Context: an optimization exercise on an open-source flow, tuned for small area. The choices shown serve that exercise and are no tape-out recipe. Only simulation tests tie the RTL to the original design; equivalence was not proved. Power figures rest on the tool's default switching activity, not on a simulated workload.

==> inputs of 12-28 <==
## c6288_top
module c6288_top (clk,
    in256, in239, in222, in205, in188, in171, in154, in137, in120, in103, in86, in69, in52, in35, in18, in1, in528, in511, in494, in477, in460, in443, in426, in409, in392, in375, in358, in341, in324, in307, in290, in273,
    out6287, out6288, out6280, out6270, out6260, out6250, out6240, out6230, out6220, out6210, out6200, out6190, out6180, out6170, out6160, out6150, out6123, out5971, out5672, out5308, out4946, out4591, out4241, out3895, out3552, out3211, out2877, out2548, out2223, out1901, out1581, out545);
Settings: LEC_CHECK=0, ABC_AREA=1, CAP_MARGIN=20, CORE_MARGIN=2, CORE_UTILIZATION=40, SLEW_MARGIN=20, SYNTH_HIERARCHICAL=1, SYNTH_MINIMUM_KEEP_SIZE=0; clock period 10.0 ns.
run.sh (not shown) runs the stock make flow with config.mk's settings and CLKGATE_MAP_FILE= SYNTH_SCRIPT=/design/flow/synth_recipe.tcl, a recipe that flattens the netlist after the stock synthesis.
==> 07-25 (differences from 12-28) <==
==> flow/flow/run.sh (new file) <==
#!/bin/bash
set -euo pipefail
bash standard.sh \
  "BUFFER_PORTS_ARGS=-inputs -buffer_cell sky130_fd_sc_hd__buf_2" \
  "PRE_GLOBAL_PLACE_TCL=$PWD/flow/outbuf.tcl" \
  finish > standard_flow.log 2>&1
==> flow/flow/outbuf.tcl (new file) <==
# Buffer every output port with the smallest buffer and keep those buffers
# (global_place.tcl's remove_buffers would otherwise take them out again).
# The inputs are buffered by the standard buffer_ports call after this hook.
buffer_ports -outputs -buffer_cell sky130_fd_sc_hd__buf_1
foreach port [get_ports out*] {
  foreach pin [get_pins -of_objects [get_nets -of_objects $port] -filter "direction == output"] {
    set_dont_touch [get_cells -of_objects $pin]
  }
}
==> flow/standard.sh (new file) <==
#!/bin/bash
# synth_recipe.tcl (not shown) runs the flow's synth.tcl, then flattens the netlist and writes it again
# the make line also repeats each setting of config.mk as NAME=value (left out here)
make -C /OpenROAD-flow-scripts/flow DESIGN_CONFIG=/design/flow/config.mk WORK_HOME=/design/flow/orfs CLKGATE_MAP_FILE= SYNTH_SCRIPT=/design/flow/synth_recipe.tcl "${@:-finish}"
==> flow/config.mk (replaced) <==
export PLATFORM = sky130hd
export DESIGN_NAME = c6288_top
export DESIGN_NICKNAME = c6288_top
export VERILOG_FILES = /design/flow/design.v
export SDC_FILE = /design/flow/constraint.sdc
export NUM_CORES = 4
export LEC_CHECK = 0
export CAP_MARGIN = 20
export CORE_MARGIN = 2
export CORE_UTILIZATION = 40
export CTS_BUF_LIST = sky130_fd_sc_hd__clkbuf_8
export CTS_CLUSTER_DIAMETER = 200
export CTS_CLUSTER_SIZE = 40
export SLEW_MARGIN = 20
export SYNTH_HIERARCHICAL = 1
export SYNTH_MINIMUM_KEEP_SIZE = 0
removed: flow/run.sh
==> 03-09 (differences from 12-28) <==
--- a/flow/design.v
+++ b/flow/design.v
@@ -1407,79 +1407,81 @@
   iv u967 (.a(s948), .y(P[16]));
   wire s968;
   wire c969;
   ha u970 (.a(c861), .b(s863), .s(s968), .co(c969));
   wire s971;
   wire c972;
   fa u973 (.a(c864), .b(s866), .c(c969), .s(s971), .co(c972));
-  wire s974;
-  wire c975;
-  fa u976 (.a(c867), .b(s869), .c(c972), .s(s974), .co(c975));
-  wire s977;
-  wire c978;
-  fa u979 (.a(c870), .b(s872), .c(c975), .s(s977), .co(c978));
-  wire s980;
-  wire c981;
-  fa u982 (.a(c873), .b(s875), .c(c978), .s(s980), .co(c981));
-  wire s983;
-  wire c984;
-  fa u985 (.a(c876), .b(s878), .c(c981), .s(s983), .co(c984));
-  xn u986 (.a(s968), .b(c949), .y(P[17]));
-  wire t987;
-  incb u988 (.s0(s971), .cin(c949), .t(s968), .p(P[18]), .tn(t987));
-  wire t989;
-  incb u990 (.s0(s974), .cin(c949), .t(t987), .p(P[19]), .tn(t989));
-  wire t991;
-  incb u992 (.s0(s977), .cin(c949), .t(t989), .p(P[20]), .tn(t991));
-  wire t993;
-  incb u994 (.s0(s980), .cin(c949), .t(t991), .p(P[21]), .tn(t993));
-  wire t995;
-  incb u996 (.s0(s983), .cin(c949), .t(t993), .p(P[22]), .tn(t995));
-  wire bco997;
-  cco u998 (.g(c984), .cin(c949), .t(t995), .y(bco997));
+  xn u974 (.a(s968), .b(c949), .y(P[17]));
+  wire t975;
+  incb u976 (.s0(s971), .cin(c949), .t(s968), .p(P[18]), .tn(t975));
+  wire bco977;
+  cco u978 (.g(c972), .cin(c949), .t(t975), .y(bco977));
+  wire s979;
+  wire c980;
+  ha u981 (.a(c867), .b(s869), .s(s979), .co(c980));
+  wire s982;
+  wire c983;
+  fa u984 (.a(c870), .b(s872), .c(c980), .s(s982), .co(c983));
+  xn u985 (.a(s979), .b(bco977), .y(P[19]));
+  wire t986;
+  incb u987 (.s0(s982), .cin(bco977), .t(s979), .p(P[20]), .tn(t986));
+  wire bco988;
+  cco u989 (.g(c983), .cin(bco977), .t(t986), .y(bco988));
+  wire s990;
+  wire c991;
+  ha u992 (.a(c873), .b(s875), .s(s990), .co(c991));
+  wire s993;
+  wire c994;
+  fa u995 (.a(c876), .b(s878), .c(c991), .s(s993), .co(c994));
+  wire s996;
+  wire c997;
+  fa u998 (.a(c879), .b(s881), .c(c994), .s(s996), .co(c997));
   wire s999;
   wire c1000;
-  ha u1001 (.a(c879), .b(s881), .s(s999), .co(c1000));
-  wire s1002;
-  wire c1003;
-  fa u1004 (.a(c882), .b(s884), .c(c1000), .s(s1002), .co(c1003));
-  wire s1005;
-  wire c1006;
-  fa u1007 (.a(s887), .b(c885), .c(c1003), .s(s1005), .co(c1006));
-  wire s1008;
-  wire c1009;
-  fa u1010 (.a(s890), .b(c888), .c(c1006), .s(s1008), .co(c1009));
+  fa u1001 (.a(c882), .b(s884), .c(c997), .s(s999), .co(c1000));
+  xn u1002 (.a(s990), .b(bco988), .y(P[21]));
+  wire t1003;
+  incb u1004 (.s0(s993), .cin(bco988), .t(s990), .p(P[22]), .tn(t1003));
+  wire t1005;
+  incb u1006 (.s0(s996), .cin(bco988), .t(t1003), .p(P[23]), .tn(t1005));
+  wire t1007;
+  incb u1008 (.s0(s999), .cin(bco988), .t(t1005), .p(P[24]), .tn(t1007));
+  wire bco1009;
+  cco u1010 (.g(c1000), .cin(bco988), .t(t1007), .y(bco1009));
   wire s1011;
   wire c1012;
-  fa u1013 (.a(s893), .b(c891), .c(c1009), .s(s1011), .co(c1012));
+  ha u1013 (.a(s887), .b(c885), .s(s1011), .co(c1012));
   wire s1014;
   wire c1015;
-  fa u1016 (.a(s896), .b(c894), .c(c1012), .s(s1014), .co(c1015));
+  fa u1016 (.a(s890), .b(c888), .c(c1012), .s(s1014), .co(c1015));
   wire s1017;
   wire c1018;
-  fa u1019 (.a(s899), .b(c897), .c(c1015), .s(s1017), .co(c1018));
+  fa u1019 (.a(s893), .b(c891), .c(c1015), .s(s1017), .co(c1018));
   wire s1020;
   wire c1021;
-  fa u1022 (.a(n_15_15), .b(c900), .c(c1018), .s(s1020), .co(c1021));
-  xn u1023 (.a(s999), .b(bco997), .y(P[23]));
-  wire t1024;
-  incb u1025 (.s0(s1002), .cin(bco997), .t(s999), .p(P[24]), .tn(t1024));
-  wire t1026;
-  incb u1027 (.s0(s1005), .cin(bco997), .t(t1024), .p(P[25]), .tn(t1026));
-  wire t1028;
-  incb u1029 (.s0(s1008), .cin(bco997), .t(t1026), .p(P[26]), .tn(t1028));
+  fa u1022 (.a(s896), .b(c894), .c(c1018), .s(s1020), .co(c1021));
+  wire s1023;
+  wire c1024;
+  fa u1025 (.a(s899), .b(c897), .c(c1021), .s(s1023), .co(c1024));
+  wire s1026;
+  wire c1027;
+  fa u1028 (.a(n_15_15), .b(c900), .c(c1024), .s(s1026), .co(c1027));
+  xn u1029 (.a(s1011), .b(bco1009), .y(P[25]));
   wire t1030;
-  incb u1031 (.s0(s1011), .cin(bco997), .t(t1028), .p(P[27]), .tn(t1030));
+  incb u1031 (.s0(s1014), .cin(bco1009), .t(s1011), .p(P[26]), .tn(t1030));
   wire t1032;
-  incb u1033 (.s0(s1014), .cin(bco997), .t(t1030), .p(P[28]), .tn(t1032));
+  incb u1033 (.s0(s1017), .cin(bco1009), .t(t1030), .p(P[27]), .tn(t1032));
   wire t1034;
-  incb u1035 (.s0(s1017), .cin(bco997), .t(t1032), .p(P[29]), .tn(t1034));
+  incb u1035 (.s0(s1020), .cin(bco1009), .t(t1032), .p(P[28]), .tn(t1034));
   wire t1036;
-  incb u1037 (.s0(s1020), .cin(bco997), .t(t1034), .p(P[30]), .tn(t1036));
-  incl u1038 (.s0(c1021), .cin(bco997), .t(t1036), .p(P[31]));
+  incb u1037 (.s0(s1023), .cin(bco1009), .t(t1034), .p(P[29]), .tn(t1036));
+  wire t1038;
+  incb u1039 (.s0(s1026), .cin(bco1009), .t(t1036), .p(P[30]), .tn(t1038));
+  incl u1040 (.s0(c1027), .cin(bco1009), .t(t1038), .p(P[31]));
 endmodule  
 module nd (a, b, y);
   input a, b; output y;
   assign y = ~(a & b);
 endmodule
 module iv (a, y);
   input a; output y;
==> flow/flow/run.sh (new file) <==
#!/bin/bash
set -euo pipefail
bash standard.sh \
  "BUFFER_PORTS_ARGS=-inputs -buffer_cell sky130_fd_sc_hd__buf_1" \
  "PRE_GLOBAL_PLACE_TCL=$PWD/flow/outbuf.tcl" \
  "CTS_ARGS=-sink_clustering_enable -repair_clock_nets -buf_list sky130_fd_sc_hd__clkbuf_8 -root_buf sky130_fd_sc_hd__clkbuf_8 -sink_clustering_size 32 -sink_clustering_max_diameter 400 -dont_use_dummy_load" \
  finish > standard_flow.log 2>&1
==> flow/flow/outbuf.tcl (new file) <==
# Buffer every output port with the smallest buffer and keep those buffers
# (global_place.tcl's remove_buffers would otherwise take them out again).
# The inputs are buffered by the standard buffer_ports call after this hook.
buffer_ports -outputs -buffer_cell sky130_fd_sc_hd__buf_1
# connect the new buffers' power and ground pins by the design's global rules
global_connect
set n 0
foreach port [get_ports out*] {
  set net [get_nets [get_full_name $port]]
  foreach pin [get_pins -of_objects $net -filter "direction == output"] {
    set_dont_touch [get_cells -of_objects $pin]
    incr n
  }
}
puts "dont_touch set on $n output buffers"
if { $n != 32 } { error "expected 32 output buffers, found $n" }
==> flow/standard.sh (new file) <==
#!/bin/bash
# synth_recipe.tcl (not shown) runs the flow's synth.tcl, then flattens the netlist and writes it again
# the make line also repeats each setting of config.mk as NAME=value (left out here)
make -C /OpenROAD-flow-scripts/flow DESIGN_CONFIG=/design/flow/config.mk WORK_HOME=/design/flow/orfs CLKGATE_MAP_FILE= SYNTH_SCRIPT=/design/flow/synth_recipe.tcl "${@:-finish}"
--- a/flow/config.mk
+++ b/flow/config.mk
@@ -5,10 +5,11 @@
 export SDC_FILE = /design/flow/constraint.sdc
 export NUM_CORES = 4
 export LEC_CHECK = 0
 export ABC_AREA = 1
 export CAP_MARGIN = 20
 export CORE_MARGIN = 2
 export CORE_UTILIZATION = 40
+export GPL_TIMING_DRIVEN = 0
 export SLEW_MARGIN = 20
 export SYNTH_HIERARCHICAL = 1
 export SYNTH_MINIMUM_KEEP_SIZE = 0
removed: flow/run.sh
==> run notes <==
Maximum number of pins on one net before global-route repair: 12-28 19; 07-25 -; 03-09 17
RD Place Congestion: 12-28 0.8675; 07-25 -; 03-09 0.7930
Worst Hold Endpoint: 12-28 out545$_DFF_P_; 07-25 -; 03-09 out545$_DFF_P_
Count of non-CTS inverters in the layout: 12-28 111; 07-25 -; 03-09 113
Routing usage on met3: 12-28 0.04325; 07-25 -; 03-09 0.03132
Startpoint of the tightest hold check path: 12-28 in273; 07-25 -; 03-09 in273
Largest vdd supply drop: 12-28 0.3425 mV; 07-25 -; 03-09 0.2442 mV
Run status: 12-28 complete, no violations; 07-25 aborted with a tool error; 03-09 complete, no violations
Failing step: 12-28 -; 07-25 3_3_place_gp; 03-09 -
Pwr top: 12-28 combinational cells; 07-25 -; 03-09 combinational cells
TritonCTS Sinks: 12-28 32; 07-25 -; 03-09 32
Proportion of netlist area held by the largest area contributor: 12-28 0.6336; 07-25 0.6680; 03-09 0.6288
Drt pass-1 iters: 12-28 5; 07-25 -; 03-09 5
Multi-input gate share of total cell area: 12-28 0.7136; 07-25 -; 03-09 0.7801
Clock buffer cells: 12-28 6; 07-25 -; 03-09 5
Inserted Clock Buffers: 12-28 5; 07-25 -; 03-09 5
Final critical-path required period: 12-28 9571 ps; 07-25 -; 03-09 9628 ps
Vias per cell: 12-28 4.921; 07-25 -; 03-09 4.976
Dominant kind of cell by area: 12-28 multi-input combinational cells; 07-25 -; 03-09 multi-input combinational cells
Count of antenna diodes in the layout: 12-28 0; 07-25 -; 03-09 0
Post-DRT Antenna Nets: 12-28 0; 07-25 -; 03-09 0
Crit. Startpoint: 12-28 in273; 07-25 -; 03-09 in341
Internal portion of total power: 12-28 1349 uW; 07-25 -; 03-09 1119 uW
Net switching power: 12-28 1393 uW; 07-25 -; 03-09 1257 uW
Placed standard-cell area: 12-28 0.008199 mm2; 07-25 -; 03-09 0.007526 mm2

[afterwards: timing with drivers on the ports]
How much do the figures lean on ideal ports? The routed layouts below were timed once more, with nothing changed but the port constraints. Step 1, drivers: a clkbuf_16 drives clk and a buf_2 each remaining input, both assumed. Step 2 times the ports against the registers' clock, not the clock port: input delays grow and output delays shrink by t, the midpoint of the rising clock arrivals with the driver on. Slacks: no drivers / after step 1 / after step 2; pairs: no drivers / after step 1.
run	shift t [ns]	setup WS [ns]	slew at the worst register clock pin (ns)	worst data-port slew with drivers (ns)	cell pins on the clock port's net
12-28	0.324	0.429 / 0.443 / 0.119	0.06 / 0.06	0.05	1
03-09	0.335	0.372 / 0.383 / 0.048	0.08 / 0.08	0.03	1
After both steps setup and hold are still met in every run listed. The setup slack of 03-09, which loses most, moves by +0.011 ns with the drivers and by -0.324 ns with both steps.
